This is an optimization exercise on Yosys and OpenROAD, whose aim is small area, a short achievable clock period and few clock cycles per item, not a production implementation.
No activity file was given, so power comes from the tool's default toggle rates.

## job 104
==> flow/design.v <==
module dot4(input [3:0] a0, input [3:0] b0, input [3:0] a1, input [3:0] b1, output [8:0] y);
    wire pp0_00 = a0[0] & b0[0];
    wire pp0_01 = a0[0] & b0[1];
    wire pp0_02 = a0[0] & b0[2];
    wire pp0_03 = ~(a0[0] & b0[3]);
    wire pp0_10 = a0[1] & b0[0];
    wire pp0_11 = a0[1] & b0[1];
    wire pp0_12 = a0[1] & b0[2];
    wire pp0_13 = ~(a0[1] & b0[3]);
    wire pp0_20 = a0[2] & b0[0];
    wire pp0_21 = a0[2] & b0[1];
    wire pp0_22 = a0[2] & b0[2];
    wire pp0_23 = ~(a0[2] & b0[3]);
    wire pp0_30 = ~(a0[3] & b0[0]);
    wire pp0_31 = ~(a0[3] & b0[1]);
    wire pp0_32 = ~(a0[3] & b0[2]);
    wire pp0_33 = a0[3] & b0[3];
    wire pp1_00 = a1[0] & b1[0];
    wire pp1_01 = a1[0] & b1[1];
    wire pp1_02 = a1[0] & b1[2];
    wire pp1_03 = ~(a1[0] & b1[3]);
    wire pp1_10 = a1[1] & b1[0];
    wire pp1_11 = a1[1] & b1[1];
    wire pp1_12 = a1[1] & b1[2];
    wire pp1_13 = ~(a1[1] & b1[3]);
    wire pp1_20 = a1[2] & b1[0];
    wire pp1_21 = a1[2] & b1[1];
    wire pp1_22 = a1[2] & b1[2];
    wire pp1_23 = ~(a1[2] & b1[3]);
    wire pp1_30 = ~(a1[3] & b1[0]);
    wire pp1_31 = ~(a1[3] & b1[1]);
    wire pp1_32 = ~(a1[3] & b1[2]);
    wire pp1_33 = a1[3] & b1[3];
    wire s1 = pp0_00 ^ pp1_00;
    wire c2 = pp0_00 & pp1_00;
    wire s3 = pp0_01 ^ pp0_10 ^ pp1_01;
    wire c4 = (pp0_01 & pp0_10) | (pp0_01 & pp1_01) | (pp0_10 & pp1_01);
    wire s5 = pp1_10 ^ c2 ^ s3;
    wire c6 = (pp1_10 & c2) | (pp1_10 & s3) | (c2 & s3);
    wire s7 = pp0_02 ^ pp0_11 ^ pp0_20;
    wire c8 = (pp0_02 & pp0_11) | (pp0_02 & pp0_20) | (pp0_11 & pp0_20);
    wire s9 = pp1_02 ^ pp1_11 ^ pp1_20;
    wire c10 = (pp1_02 & pp1_11) | (pp1_02 & pp1_20) | (pp1_11 & pp1_20);
    wire s11 = c4 ^ s7 ^ s9;
    wire c12 = (c4 & s7) | (c4 & s9) | (s7 & s9);
    wire s13 = c6 ^ s11;
    wire c14 = c6 & s11;
    wire s15 = pp0_03 ^ pp0_12 ^ pp0_21;
    wire c16 = (pp0_03 & pp0_12) | (pp0_03 & pp0_21) | (pp0_12 & pp0_21);
    wire s17 = pp0_30 ^ pp1_03 ^ pp1_12;
    wire c18 = (pp0_30 & pp1_03) | (pp0_30 & pp1_12) | (pp1_03 & pp1_12);
    wire s19 = pp1_21 ^ pp1_30 ^ c10;
    wire c20 = (pp1_21 & pp1_30) | (pp1_21 & c10) | (pp1_30 & c10);
    wire s21 = c8 ^ s15 ^ s17;
    wire c22 = (c8 & s15) | (c8 & s17) | (s15 & s17);
    wire s23 = c12 ^ s19 ^ s21;
    wire c24 = (c12 & s19) | (c12 & s21) | (s19 & s21);
    wire s25 = c14 ^ s23;
    wire c26 = c14 & s23;
    wire s27 = pp0_13 ^ pp0_22 ^ pp0_31;
    wire c28 = (pp0_13 & pp0_22) | (pp0_13 & pp0_31) | (pp0_22 & pp0_31);
    wire s29 = pp1_13 ^ pp1_22 ^ pp1_31;
    wire c30 = (pp1_13 & pp1_22) | (pp1_13 & pp1_31) | (pp1_22 & pp1_31);
    wire s31 = c16 ^ c18 ^ s27;
    wire c32 = (c16 & c18) | (c16 & s27) | (c18 & s27);
    wire s33 = s29 ^ c20 ^ c22;
    wire c34 = (s29 & c20) | (s29 & c22) | (c20 & c22);
    wire s35 = s31 ^ s33 ^ c24;
    wire c36 = (s31 & s33) | (s31 & c24) | (s33 & c24);
    wire s37 = c26 ^ s35;
    wire c38 = c26 & s35;
    wire s39 = ~(pp0_23 ^ pp0_32);
    wire c40 = pp0_23 | pp0_32;
    wire s41 = pp1_23 ^ pp1_32 ^ c28;
    wire c42 = (pp1_23 & pp1_32) | (pp1_23 & c28) | (pp1_32 & c28);
    wire s43 = c30 ^ s39 ^ c32;
    wire c44 = (c30 & s39) | (c30 & c32) | (s39 & c32);
    wire s45 = s41 ^ c34 ^ s43;
    wire c46 = (s41 & c34) | (s41 & s43) | (c34 & s43);
    wire s47 = c36 ^ s45 ^ c38;
    wire c48 = (c36 & s45) | (c36 & c38) | (s45 & c38);
    wire s49 = pp0_33 ^ pp1_33 ^ c40;
    wire c50 = (pp0_33 & pp1_33) | (pp0_33 & c40) | (pp1_33 & c40);
    wire s51 = c42 ^ s49 ^ c44;
    wire c52 = (c42 & s49) | (c42 & c44) | (s49 & c44);
    wire s53 = s51 ^ c46 ^ c48;
    wire c54 = (s51 & c46) | (s51 & c48) | (c46 & c48);
    wire s55 = c50 ^ c52 ^ c54;
    wire c56 = (c50 & c52) | (c50 & c54) | (c52 & c54);
    wire s57 = ~c56;
    wire c58 = c56;
    assign y = {s57 , s55 , s53 , s47 , s37 , s25 , s13 , s5 , s1};
endmodule
module axis_matmul2x2(
    input                       clk             ,
    input                       rst             ,
    input                       s_axis_tvalid   ,
    input     [31 : 0]          s_axis_tdata    ,
    input                       s_axis_tlast    ,
    output                      s_axis_tready   ,
    output                      m_axis_tvalid   ,
    output    [31 : 0]          m_axis_tdata    ,
    output                      m_axis_tlast    ,
    input                       m_axis_tready
);
    wire [3:0] ia0 = s_axis_tdata[3:0];
    wire [3:0] ia1 = s_axis_tdata[11:8];
    wire [3:0] ib0 = s_axis_tdata[19:16];
    wire [3:0] ib1 = s_axis_tdata[27:24];
    reg       hv;
    reg [3:0] h_a00, h_a10, h_b00, h_b01;
    reg       mv, mrow;
    reg [3:0] ma0, ma1, p_a01;
    reg [3:0] mb00, mb01, mb10, mb11;
    reg       ov;
    reg [8:0] oc0, oc1;
    wire out_free  = !ov || m_axis_tready;
    wire do_comp   = mv && out_free;
    wire comp_last = do_comp && !mrow;
    assign s_axis_tready = hv ? (!mv || comp_last)
                              : (!(mv && mrow) || do_comp);
    wire s_fire = s_axis_tvalid && s_axis_tready;
    wire [8:0] dot0, dot1;
    dot4 u_d0(.a0(ma0), .b0(mb00), .a1(ma1), .b1(mb10), .y(dot0));
    dot4 u_d1(.a0(ma0), .b0(mb01), .a1(ma1), .b1(mb11), .y(dot1));
    always @(posedge clk) begin
        if (rst) begin
            hv <= 1'b0;
            mv <= 1'b0;
            mrow <= 1'b0;
            ov <= 1'b0;
        end else begin
            if (do_comp)
                ov <= 1'b1;
            else if (m_axis_tready)
                ov <= 1'b0;
            if (s_fire && hv) begin
                mv <= 1'b1;
                mrow <= 1'b1;
            end else if (do_comp) begin
                mrow <= 1'b0;
                if (!mrow)
                    mv <= 1'b0;
            end
            if (s_fire)
                hv <= !hv;
        end
    end
    always @(posedge clk) begin
        if (s_fire && !hv) begin
            h_a00 <= ia0;
            h_a10 <= ia1;
            h_b00 <= ib0;
            h_b01 <= ib1;
        end
        if (s_fire && hv) begin
            ma0  <= h_a10;
            ma1  <= ia1;
            p_a01 <= ia0;
            mb00 <= h_b00;
            mb01 <= h_b01;
            mb10 <= ib0;
            mb11 <= ib1;
        end else if (do_comp && mrow) begin
            ma0 <= h_a00;
            ma1 <= p_a01;
        end
        if (do_comp) begin
            oc0 <= dot0;
            oc1 <= dot1;
        end
    end
    assign m_axis_tvalid = ov;
    assign m_axis_tlast  = ov;
    assign m_axis_tdata  = {{7{oc1[8]}}, oc1, {7{oc0[8]}}, oc0};
endmodule
make LEC_CHECK=0 ABC_CLOCK_PERIOD_IN_PS=3000 CAP_MARGIN=20 CORE_MARGIN=2 CORE_UTILIZATION=40 PLACE_DENSITY=0.6 SETUP_SLACK_MARGIN=4.5 SLEW_MARGIN=20 finish   # period 7.5 ns
run.sh (not shown) runs the stock make flow with config.mk's settings and CLKGATE_MAP_FILE= SYNTH_SCRIPT=/design/flow/synth_recipe.tcl, a recipe that flattens the netlist after the stock synthesis.
Inputs modified between job 104 and job 105:
# job 104
export LEC_CHECK = 0
export ABC_CLOCK_PERIOD_IN_PS = 3000
export CAP_MARGIN = 20
export CORE_MARGIN = 2
export CORE_UTILIZATION = 40
export PLACE_DENSITY = 0.6
export SETUP_SLACK_MARGIN = 4.5
export SLEW_MARGIN = 20
create_clock -name core_clock -period 7.5 [get_ports {clk}]
# job 105
export LEC_CHECK = 0
export CAP_MARGIN = 20
export CORE_MARGIN = 2
export CORE_UTILIZATION = 40
export PLACE_DENSITY = 0.6
export SETUP_SLACK_MARGIN = 4.5
export SLEW_MARGIN = 20
create_clock -name core_clock -period 7.5 [get_ports {clk}]
### Flow results
In terms of number of antenna violations at the first check in global routing, job 105 and job 104 differ only marginally. Per the comparison of job 105 with job 104, cell count after placement comparable, number of clock buffer instances in the layout comparable. Post-detailed-routing wire length: job 105 vs job 104 identical. Diff job 104..job 105 | minimum clock period after layout | unchanged. Changes observed in job 105 relative to job 104: power roughly the same, post-route cell area roughly the same, worst-case setup margin in the final layout roughly the same, sequential share of layout area roughly the same. Job 104 and job 105 ended up with nearly the same combinational power.
No run of this note included a check of the RTL's function; only the layout flow was run.

-- static timing again, ports no longer ideal --
The results above use ideal ports. As a check the final layouts listed here were re-extracted and re-timed, cells and wires unchanged. Step 1: set_driving_cell puts a clkbuf_16 on clk and a buf_2 on each other input, an assumption about the parent block. Step 2 times the ports against the registers' clock, not the clock port: input delays grow and output delays shrink by t, the midpoint of the rising clock arrivals with the driver on. Slacks: ideal / step 1 / step 2; pairs: ideal / step 1.
| run | shift t [ns] | slack for setup (ns) | latest minus earliest clock arrival (ns) | worst register clock-pin slew, ns | worst slew at a driven data input, ns |
|---|---|---|---|---|---|
| job 104 | 0.362 | 3.439 / 3.439 / 3.439 | 0.012 / 0.012 | 0.08 / 0.08 | 0.05 |
| job 105 | 0.362 | 3.439 / 3.439 / 3.439 | 0.012 / 0.012 | 0.08 / 0.08 | 0.05 |
After both steps every run listed still meets setup and hold.
